From an optimization exercise on the open Yosys and OpenROAD flow, aimed at small area; shortcuts taken in it are not production practice. Function was checked by simulation only, so behaviour that the tests miss may differ from the original. No activity file was given, so power comes from the tool's default toggle rates.

==> module axi4_mux_arb_core, before the edit <==
module axi4_mux_arb_core #(
    parameter int RR_PRIO_NUMBER = 4,
    parameter int FIXED_PRIO_NUMBER = 1,
    localparam int INPUT_NUMBER = RR_PRIO_NUMBER + FIXED_PRIO_NUMBER
) (
    input logic clk,
    input logic rst_n,
    input logic [INPUT_NUMBER-1:0] valid,
    input logic                    ready,
    input logic                    done,
    output logic [INPUT_NUMBER-1:0] sel
);
  localparam int PW = $clog2(RR_PRIO_NUMBER);
  localparam int RR_BASE = 2 ** $clog2(FIXED_PRIO_NUMBER + 1);
  localparam int CW = $clog2(RR_BASE + RR_PRIO_NUMBER);
  logic [CW-1:0] code_r, code_n, grant_code;
  logic [PW-1:0] last_grant;
  logic [RR_PRIO_NUMBER-1:0] rr_v, rr_gnt;
  logic [FIXED_PRIO_NUMBER-1:0] fixed_v;
  logic [PW-1:0] rr_idx;
  logic rr_any, busy, keep, load, step;
  assign {rr_v, fixed_v} = valid;
  assign rr_any = |rr_v;
  assign busy = |code_r;
  logic [RR_PRIO_NUMBER-1:0] rr_mask, rr_hi, rr_hi_gnt, rr_lo_gnt;
  always_comb begin
    for (int k = 0; k < RR_PRIO_NUMBER; k++) rr_mask[k] = (k > last_grant);
    rr_hi = rr_v & rr_mask;
    rr_hi_gnt = rr_hi & ~(rr_hi - 1'b1);
    rr_lo_gnt = rr_v & ~(rr_v - 1'b1);
    rr_gnt = (|rr_hi) ? rr_hi_gnt : rr_lo_gnt;
    rr_idx = '0;
    for (int k = 0; k < RR_PRIO_NUMBER; k++) if (rr_gnt[k]) rr_idx |= PW'(k);
  end
  always_comb begin
    grant_code = '0;
    for (int i = FIXED_PRIO_NUMBER - 1; i >= 0; i--) if (fixed_v[i]) grant_code = CW'(i + 1);
    if (rr_any) grant_code = CW'(RR_BASE) | CW'(rr_idx);
  end
  assign keep = rst_n & ~done;
  assign load = rst_n & ~busy & ready;
  assign step = ready & rr_any;
  for (genvar b = 0; b < CW; b++) begin : gen_code
    axi4_mux_ao22 next (
        .a(code_r[b]),
        .b(keep),
        .c(grant_code[b]),
        .d(load),
        .y(code_n[b])
    );
  end
  always_ff @(posedge clk) begin
    code_r     <= code_n;
    last_grant <= {PW{rst_n}} & (step ? rr_idx : last_grant);
  end
  always_comb begin
    for (int i = 0; i < INPUT_NUMBER; i++) begin
      if (i < FIXED_PRIO_NUMBER) sel[i] = (code_r == CW'(i + 1));
      else sel[i] = (code_r == CW'(RR_BASE + i - FIXED_PRIO_NUMBER));
    end
  end
endmodule
==> flow/config.mk <==
export PLATFORM = sky130hd
export DESIGN_NAME = axi4_mux
export DESIGN_NICKNAME = axi4_mux
export VERILOG_FILES = /design/flow/design.v
export SDC_FILE = /design/flow/constraint.sdc
export NUM_CORES = 4
export LEC_CHECK = 0
export CAP_MARGIN = 10
export CORE_AREA = 5 5 380 380
export CTS_BUF_LIST = sky130_fd_sc_hd__clkbuf_4 sky130_fd_sc_hd__clkbuf_8
export DIE_AREA = 0 0 385 385
export PLACE_DENSITY = 0.8
export SLEW_MARGIN = 10
export SYNTH_HIERARCHICAL = 1
export SYNTH_MINIMUM_KEEP_SIZE = 0
==> flow/constraint.sdc <==
create_clock -name core_clock -period 6.0 [get_ports {clk}]
set_input_delay 1.2000 -clock core_clock [delete_from_list [all_inputs] [get_ports {clk}]]
set_output_delay 1.2000 -clock core_clock [all_outputs]
set_load 0.01 [all_outputs]
standard.sh (not shown) runs the stock make flow with config.mk's settings and CLKGATE_MAP_FILE= SYNTH_SCRIPT=/design/flow/synth_recipe.tcl, a recipe that flattens the netlist after the stock synthesis.
==> flow/flow/run.sh <==
#!/bin/bash
# The standard layout, with the smallest buffer cell on the ports.
set -euo pipefail
export BUFFER_PORTS_ARGS="-buffer_cell sky130_fd_sc_hd__buf_1"
bash standard.sh finish > standard_finish.log 2>&1
The starting point produced a layout that fails on slew limit.
Rerun with:
--- a/flow/design.v
+++ b/flow/design.v
@@ -37,21 +37,20 @@
     input logic                    ready,
     input logic                    done,
     output logic [INPUT_NUMBER-1:0] sel
 );
   localparam int PW = $clog2(RR_PRIO_NUMBER);
-  localparam int RR_BASE = 2 ** $clog2(FIXED_PRIO_NUMBER + 1);
-  localparam int CW = $clog2(RR_BASE + RR_PRIO_NUMBER);
-  logic [CW-1:0] code_r, code_n, grant_code;
+  logic [INPUT_NUMBER-1:0] sel_r;
   logic [PW-1:0] last_grant;
   logic [RR_PRIO_NUMBER-1:0] rr_v, rr_gnt;
-  logic [FIXED_PRIO_NUMBER-1:0] fixed_v;
+  logic [FIXED_PRIO_NUMBER-1:0] fixed_v, fixed_gnt;
   logic [PW-1:0] rr_idx;
   logic rr_any, busy, keep, load, step;
+  logic [INPUT_NUMBER-1:0] grant_comb;
   assign {rr_v, fixed_v} = valid;
   assign rr_any = |rr_v;
-  assign busy = |code_r;
+  assign busy = |sel_r;
   logic [RR_PRIO_NUMBER-1:0] rr_mask, rr_hi, rr_hi_gnt, rr_lo_gnt;
   always_comb begin
     for (int k = 0; k < RR_PRIO_NUMBER; k++) rr_mask[k] = (k > last_grant);
     rr_hi = rr_v & rr_mask;
     rr_hi_gnt = rr_hi & ~(rr_hi - 1'b1);
@@ -59,36 +58,38 @@
     rr_gnt = (|rr_hi) ? rr_hi_gnt : rr_lo_gnt;
     rr_idx = '0;
     for (int k = 0; k < RR_PRIO_NUMBER; k++) if (rr_gnt[k]) rr_idx |= PW'(k);
   end
   always_comb begin
-    grant_code = '0;
-    for (int i = FIXED_PRIO_NUMBER - 1; i >= 0; i--) if (fixed_v[i]) grant_code = CW'(i + 1);
-    if (rr_any) grant_code = CW'(RR_BASE) | CW'(rr_idx);
+    fixed_gnt = '0;
+    for (int i = FIXED_PRIO_NUMBER - 1; i >= 0; i--) begin
+      if (fixed_v[i]) begin
+        fixed_gnt = '0;
+        fixed_gnt[i] = 1'b1;
+      end
+    end
   end
+  assign grant_comb = rr_any ? {rr_gnt, {FIXED_PRIO_NUMBER{1'b0}}} :
+                               {{RR_PRIO_NUMBER{1'b0}}, fixed_gnt};
   assign keep = rst_n & ~done;
   assign load = rst_n & ~busy & ready;
   assign step = ready & rr_any;
-  for (genvar b = 0; b < CW; b++) begin : gen_code
+  logic [INPUT_NUMBER-1:0] sel_n;
+  for (genvar i = 0; i < INPUT_NUMBER; i++) begin : gen_sel
     axi4_mux_ao22 next (
-        .a(code_r[b]),
+        .a(sel_r[i]),
         .b(keep),
-        .c(grant_code[b]),
+        .c(grant_comb[i]),
         .d(load),
-        .y(code_n[b])
+        .y(sel_n[i])
     );
   end
   always_ff @(posedge clk) begin
-    code_r     <= code_n;
+    sel_r      <= sel_n;
     last_grant <= {PW{rst_n}} & (step ? rr_idx : last_grant);
   end
-  always_comb begin
-    for (int i = 0; i < INPUT_NUMBER; i++) begin
-      if (i < FIXED_PRIO_NUMBER) sel[i] = (code_r == CW'(i + 1));
-      else sel[i] = (code_r == CW'(RR_BASE + i - FIXED_PRIO_NUMBER));
-    end
-  end
+  assign sel = sel_r;
 endmodule
 module axi4_mux_ao22 (
     input  logic a,
     input  logic b,
     input  logic c,
Outcome:
- With this change the flow completed with no timing, DRC or antenna violations
- fmax is higher by a few percent
- count of clock-buffer cells in the layout is higher by 1
- setup slack gets better by 0.13 ns
- global-route usage is higher by 1.4 points
- via count is lower slightly
- flip-flop and latch count is higher by 6
- cell count is higher slightly
- area after synthesis is higher by a few percent
- design area is higher by a few percent
- clock power is lower by a few percent
- die area does not change
- power is lower by a quarter to a third
- synthesized cell count is higher by a few percent
- worst hold slack gets better by 0.028 ns

==> separate check: timing with driven ports <==
How much do the figures lean on ideal ports? The routed layouts below were timed once more, with nothing changed but the port constraints. Step 1 sets driving cells, clkbuf_16 on the clock port and buf_2 on the other inputs (assumed; they add their load-dependent delay and slew). Step 2 adds t to the input delays and takes it off the output delays; t is the mean of the earliest and latest rising clock arrival at the registers after step 1. Input paths then give back, and output paths get back, about the clock's delay inside the block. Three values: ideal, step 1, step 2; two values: the first two.
| run | shift t [ns] | setup WS [ns] | worst data-port slew with drivers (ns) | cell pins on the clock port's net |
|---|---|---|---|---|
| the first run | 0.351 | 1.737 / 1.669 / 1.958 | 0.63 | 1 |
| the second run | 0.291 | 1.863 / 1.841 / 1.841 | 0.70 | 1 |
The setup slack of the second run, which loses most, moves by -0.022 ns with the drivers and by -0.022 ns with both steps.
